This is an optimization exercise on Yosys and OpenROAD, whose aim is small area and a short achievable clock period, not a production implementation. In this exercise RTL edits were held to simulation tests only and were not proved equivalent to the original.

### constraint.sdc
create_clock -name core_clock -period 33.0 [get_ports {clk}]
set_input_delay 6.6000 -clock core_clock [delete_from_list [all_inputs] [get_ports {clk}]]
set_output_delay 6.6000 -clock core_clock [all_outputs]
set_load 0.01 [all_outputs]
### design.v
`timescale 1ns / 1ns  
`default_nettype none
`timescale 1ns / 1ns  
`default_nettype none
module sgbm_aggr_right_left
(
    input wire                           clk,
    input wire                           rst,
    input wire [128*12-1:0]   i_cost,
    input wire                           i_cost_valid,
    input wire  [8-1:0]        i_min_disp,
    input wire  [8-1:0]        i_max_disp,
    input wire                           i_rst_aggr,
    input wire  [12-1:0]         i_P1,
    input wire  [12-1:0]         i_P2,
    output wire [128*12-1:0]   o_cost,
    output wire                          o_valid,
    output reg                           o_aggr_done
);
localparam
DispDHeapHeight = $clog2(128-1)+1,
DispDHeapWidth = 2**(DispDHeapHeight-1),
DispDHeapSize = 2**DispDHeapHeight-1;
wire [0:128-1 ][12-1:0]  cost_w;
assign cost_w = i_cost;
assign o_valid = i_cost_valid;
reg               [12-1:0]  Delta;
reg [0:128+1  ][12-1:0]  Lrp;
reg [0:128*4-1][12  :0]  Lr_p_stage0;
reg [0:128*2-1][12  :0]  Lr_p_stage1;
reg [0:128*1-1][12-1:0]  Lr_p_stage2;
reg [1:DispDHeapSize][12-1:0]  minL_heap;
integer ii;
reg       cost_valid_d1;
always @ (posedge clk) begin
    cost_valid_d1  <= i_cost_valid;
end
always @(posedge clk) begin
    Lrp[0]                <= 12'hfff;
    Lrp[128+1]         <= 12'hfff;
    for (ii = 1; ii <= 128; ii = ii+1) begin
        if (~i_cost_valid) begin
            Lrp[ii]       <= '0;
        end
        else begin
            if (ii<=i_max_disp-i_min_disp)
                Lrp[ii]   <= Lr_p_stage2[ii-1];
            else
                Lrp[ii]   <= 12'hfff;
        end
    end
end
always @(posedge clk) begin
    if (~i_cost_valid) begin
        Delta <= i_P2;
    end
    else begin
        Delta <= minL_heap[1] + i_P2;
    end
end
always @(*) begin
    for (ii = 0; ii < 128; ii = ii+1) begin
        Lr_p_stage0[ii*4+0] = Lrp[ii+0]+i_P1;
        Lr_p_stage0[ii*4+1] = Lrp[ii+1];
        Lr_p_stage0[ii*4+2] = Lrp[ii+2]+i_P1;
        Lr_p_stage0[ii*4+3] = Delta;
    end
end
always @(*) begin
        for (ii = 0; ii < 128; ii = ii+1) begin
            if (Lr_p_stage0[ii*4+0] < Lr_p_stage0[ii*4+1])
                Lr_p_stage1[ii*2+0] = Lr_p_stage0[ii*4+0];
            else
                Lr_p_stage1[ii*2+0] = Lr_p_stage0[ii*4+1];
            if (Lr_p_stage0[ii*4+2] < Lr_p_stage0[ii*4+3])
                Lr_p_stage1[ii*2+1] = Lr_p_stage0[ii*4+2];
            else
                Lr_p_stage1[ii*2+1] = Lr_p_stage0[ii*4+3];
        end
end
always @(*) begin
    for (ii = 0; ii < 128; ii = ii+1) begin
        if (Lr_p_stage1[ii*2+0] < Lr_p_stage1[ii*2+1])
            Lr_p_stage2[ii] = Lr_p_stage1[ii*2+0]+cost_w[ii]-Delta;
        else
            Lr_p_stage2[ii] = Lr_p_stage1[ii*2+1]+cost_w[ii]-Delta;
    end
end
reg  [8-1:0]        disp_range;
always @ (posedge clk)
    disp_range       <= i_max_disp-i_min_disp;
always @(*) begin
    for (ii = 0; ii < DispDHeapWidth; ii = ii + 1) begin
        if (ii < disp_range)
            minL_heap[DispDHeapWidth+ii] = Lr_p_stage2[ii];
        else
            minL_heap[DispDHeapWidth+ii] = 12'hfff;
    end
end
always @(*) begin
    for (ii = DispDHeapWidth-1; ii >0; ii = ii - 1) begin
        if (minL_heap[ii*2] < minL_heap[ii*2+1])
            minL_heap[ii] = minL_heap[ii*2];
        else
            minL_heap[ii] = minL_heap[ii*2+1];
    end
end
assign o_cost = Lr_p_stage2;
always @(posedge clk) begin
    if (rst) begin
        o_aggr_done      <= 1;
    end
    else if (i_rst_aggr) begin
        o_aggr_done      <= 0;
    end
    else if (i_cost_valid==0&&cost_valid_d1==1) begin
        o_aggr_done      <= 1;
    end
end
endmodule
### run.sh
#!/bin/bash
# synth_recipe.tcl (not shown) runs the flow's synth.tcl, then flattens the netlist and writes it again
# the make line also repeats each setting of config.mk as NAME=value (left out here)
make -C /OpenROAD-flow-scripts/flow DESIGN_CONFIG=/design/flow/config.mk WORK_HOME=/design/flow/orfs CLKGATE_MAP_FILE= SYNTH_SCRIPT=/design/flow/synth_recipe.tcl finish
### config.mk
export PLATFORM = sky130hd
export DESIGN_NAME = sgbm_aggr_right_left
export DESIGN_NICKNAME = sgbm_aggr_right_left
export VERILOG_FILES = /design/flow/design.v
export SDC_FILE = /design/flow/constraint.sdc
export NUM_CORES = 8
export LEC_CHECK = 0
export CAP_MARGIN = 35
export CORE_MARGIN = 2
export CORE_UTILIZATION = 40
export SLEW_MARGIN = 35
==> qor.txt <==
flop2flop setup slack -> 6.57 ns
clk slew on worst S/H paths -> 0.05 ns
Critical R2R Launch -> Delta[9]
number of synthesized flops with an enable pin -> 0
core area -> 1270000 um^2
Seq/Total Area, Yosys -> 6.13%
Synth area leader -> ha_1
GRT met3 Usage -> 14.5%
CP arrival -> 32.79 ns
drt first pass iters -> 8
Avg WL per Cell -> 35.0 um
antenna viol nets, final -> 0
Max Freq -> 0.0314 GHz
initial antenna violation count -> 859
Final Hold Vio Count -> 0
ys async rst share -> 0%
Worst Hold Path EP -> o_aggr_done
worst slew margin relative to its limit -> 26.0%
flops & latches, synth -> 1558
most frequent cells in the layout -> inv_1, ha_1, a21oi_1
number of buffers created by CTS -> 274
met2 Resource Use GR -> 67.6%
Area Overhead vs Synth -> 17.1%
Worst Path Max Fanout -> 20
status -> no timing/DRC/antenna violations
unique cell type count in the Yosys netlist -> 142
Syn Area/Cell -> 7.60 um^2
layout cells sized above 1 -> 7.62%
Slew Limit Fails -> 0
WHS Path Cells -> 2
Synth area leaders -> ha_1, fa_1, inv_1
Max Cap Viol -> 0
CP max-delay cell -> o21ai_0
die width -> 1130 um
CP endpoint kind -> register
type of origin of the critical path -> primary input
CTS H-Tree Depth -> 5
Worst Path Buf+Inv -> 16
post-synth design cell area -> 509000 um^2
largest net degree at the start of global routing -> 134
WS Path Type -> in2reg
DRC viols -> 0
Initial Util -> 40.1%
Setup Skew -> 0.110 ns
Final nets -> 87000
clk sinks -> 1558
commonest non-fill, non-tap cell in the layout -> inv_1
1st-iter DRT viols -> 59500
GR Overflow Total -> 0
Hold Crit Start -> cost_valid_d1
Via Count -> 533000
warning count from the yosys run -> 1
drt total wl -> 3150000 um
vias in the first global route -> 494000
Setup WS post-layout -> 1.20 ns
hold buffers post-CTS -> 0
CP dominant cell by count -> buf_4
Req. time, crit path -> 33.99 ns
row cnt -> 414
vias per inst -> 5.91
Mapped Cells -> 66900
Worst Max-Slew Pin Slew -> 1.11 ns
# fillers -> 130000
fin crit period -> 31.80 ns
Hold Path Class -> reg2reg
final setup violation count -> 0
GRT Max-Usage Layer -> met2
largest incremental delay on the critical path -> 0.79 ns
most common flop cell mapped by yosys -> dfxtp_1
Final GP Congestion -> 1.14
clock root buffer master -> clkbuf_16
Vert. Die Dim -> 1130 um
CTS tree -> built
gr usage total -> 47.1%
reg2reg end -> Delta[10]
Clk Latency, worst-skew pair -> 1.17 ns
Max clock buf depth -> 5
global-route wire length before repair -> 4170000 um
Die ar. -> 1280000 um^2
met1 Resource Use GR -> 54.3%
Port Buffers -> 3117
num ports -> 3118
DP Wirelength -> 2670000 um
Period Utilization, post-route -> 96.4%
family with the most delay on the worst path -> compound AO/OA/AOI/OAI gates
Synth top area share -> 25.3%
Post-Place Setup Slack -> -0.0872 ns
R2R cell count -> 113
synth_stat cells (75+ instances only):
master and n:
nor4_1 75, nand4_1 591, o22ai_1 76, o2111ai_1 171, or3_1 175, a21boi_0 143, o21ai_1 218, nor3_1 591
nand3_1 560, and3_1 166, a221oi_1 77, dfxtp_1 1558, a21o_1 2396, o21bai_1 1390, a31oi_1 369, nand2_1 3456
a211oi_1 378, and4_1 106, xor2_1 775, a31o_2 80, clkbuf_1 1207, o211ai_1 297, nand2b_1 786, nand3b_1 96
mux2i_1 1656, nor2_1 5596, buf_1 124, o21a_1 824, o31a_1 200, o21ai_0 3474, o31ai_1 221, ha_1 10300
a211o_1 174, nor2b_1 727, and2_1 257, xnor2_1 3355, a21oi_1 6499, or2_2 193, mux2_2 947, fa_1 2946
a2111oi_0 177, inv_1 12300
per-layer routing:
metal	part of all wire, %	vias to the layer above
met5	0.085	-
met4	12	386
met3	11	8108
met2	40	29500
met1	37	255000
li1	-	239000
logic make-up (layout without fill, tap and decap cells):
family	count (synthesis)	in the layout	share of synthesized area, %
multiplexers	2620	2620	5.40
adder cells (fa/ha/maj)	13200	13200	36.9
AO/OA/AOI/OAI	18000	18000	22.1
XOR/XNOR	4130	4130	7.11
other	2	1107	0.00148
buffers and inverters	13700	19000	10.2
AND/OR/NAND/NOR	13600	13600	12.2
flip-flops	1558	1558	6.13
state kept, by name, indices dropped and copies added (netlist names):
name	count
Lr_p_stage0	1536
Delta	12
disp_range	8
cost_valid_d1	1
o_aggr_done	1
cell type report:
cell class / instances / area [um^2] / area share [%]
tap: 16800 / 21100 / 3.54
antenna: 851 / 2130 / 0.358
multi-input combinational: 51900 / 430000 / 72.2
inverter: 12300 / 46400 / 7.78
clock buffer: 351 / 7620 / 1.28
sequential: 1558 / 31300 / 5.25
timing repair buffer: 6147 / 55200 / 9.27
clock inverter: 135 / 1830 / 0.307
worst register-to-register path: cells and delay by family, from the launching register on:
| kind | cells | cell delay, ns |
|---|---|---|
| muxes | 6 | 1.52 |
| DFF | 1 | 0.57 |
| and+or+nand+nor | 27 | 4.62 |
| buffers and inverters | 14 | 4.66 |
| xor gates and xnor gates | 3 | 0.31 |
| AOI/OAI and AO/OA | 50 | 10.47 |
| adders and majority gates | 13 | 4.12 |
how the worst max path moves through the flow:
stage                  from         to  cells after the start
global placement    i_P1[1]  Delta[11]                    128
global route        i_P1[2]  Delta[10]                    132
finish              i_P1[1]  Delta[10]                    116
floorplan           i_P1[1]  Delta[11]                    129
CTS                 i_P1[1]  Delta[10]                    121
detailed placement  i_P1[1]  Delta[10]                    121
per-stage QoR:
step	util (%)	TNS (ns)	std cells	hold slack, ns	area [um^2]
floorplan	-	0	67100	0.467	510000
global placement	45.8	-0.466	88700	0.490	582000
detailed placement	45.9	-0.121	88700	0.491	583000
CTS	46.7	0	89200	0.510	592000
global route	46.8	-0.205	89700	0.560	595000
finish	46.9	0	90100	0.512	595000
timing repair:
item | CTS | global route
endpoints found under the setup margin | 0 | 7
resized for setup | 0 | 209
hold endpoints to repair | 0 | 0
setup buffers | 0 | 25

## port drivers added, routing unchanged
The results above use ideal ports. As a check the final layout listed here was re-extracted and re-timed, cells and wires unchanged.
Step 1 (the two cells are an assumption about what drives the block):
set clk [get_ports {clk}]
set_driving_cell -lib_cell sky130_fd_sc_hd__clkbuf_16 $clk
set_driving_cell -lib_cell sky130_fd_sc_hd__buf_2 [delete_from_list [all_inputs] $clk]
Step 2 moves the port delays by t, midway between the first and last clock arrival at a register: inputs arrive t later, outputs are due t later. That takes back most of the time a late clock gives input paths.
Slacks: no drivers / after step 1 / after step 2; pairs: no drivers / after step 1.
t (ns): 1.330
setup WS [ns]: 1.203 / 1.359 / 0.029
hold WS [ns]: 0.512 / 0.512 / 0.512
slew at the worst register clock pin (ns): 0.08 / 0.08
worst slew at a driven data input, ns: 0.63
After both steps this run still meets setup and hold. The setup slack of this run moves by +0.156 ns with the drivers and by -1.174 ns with both steps.
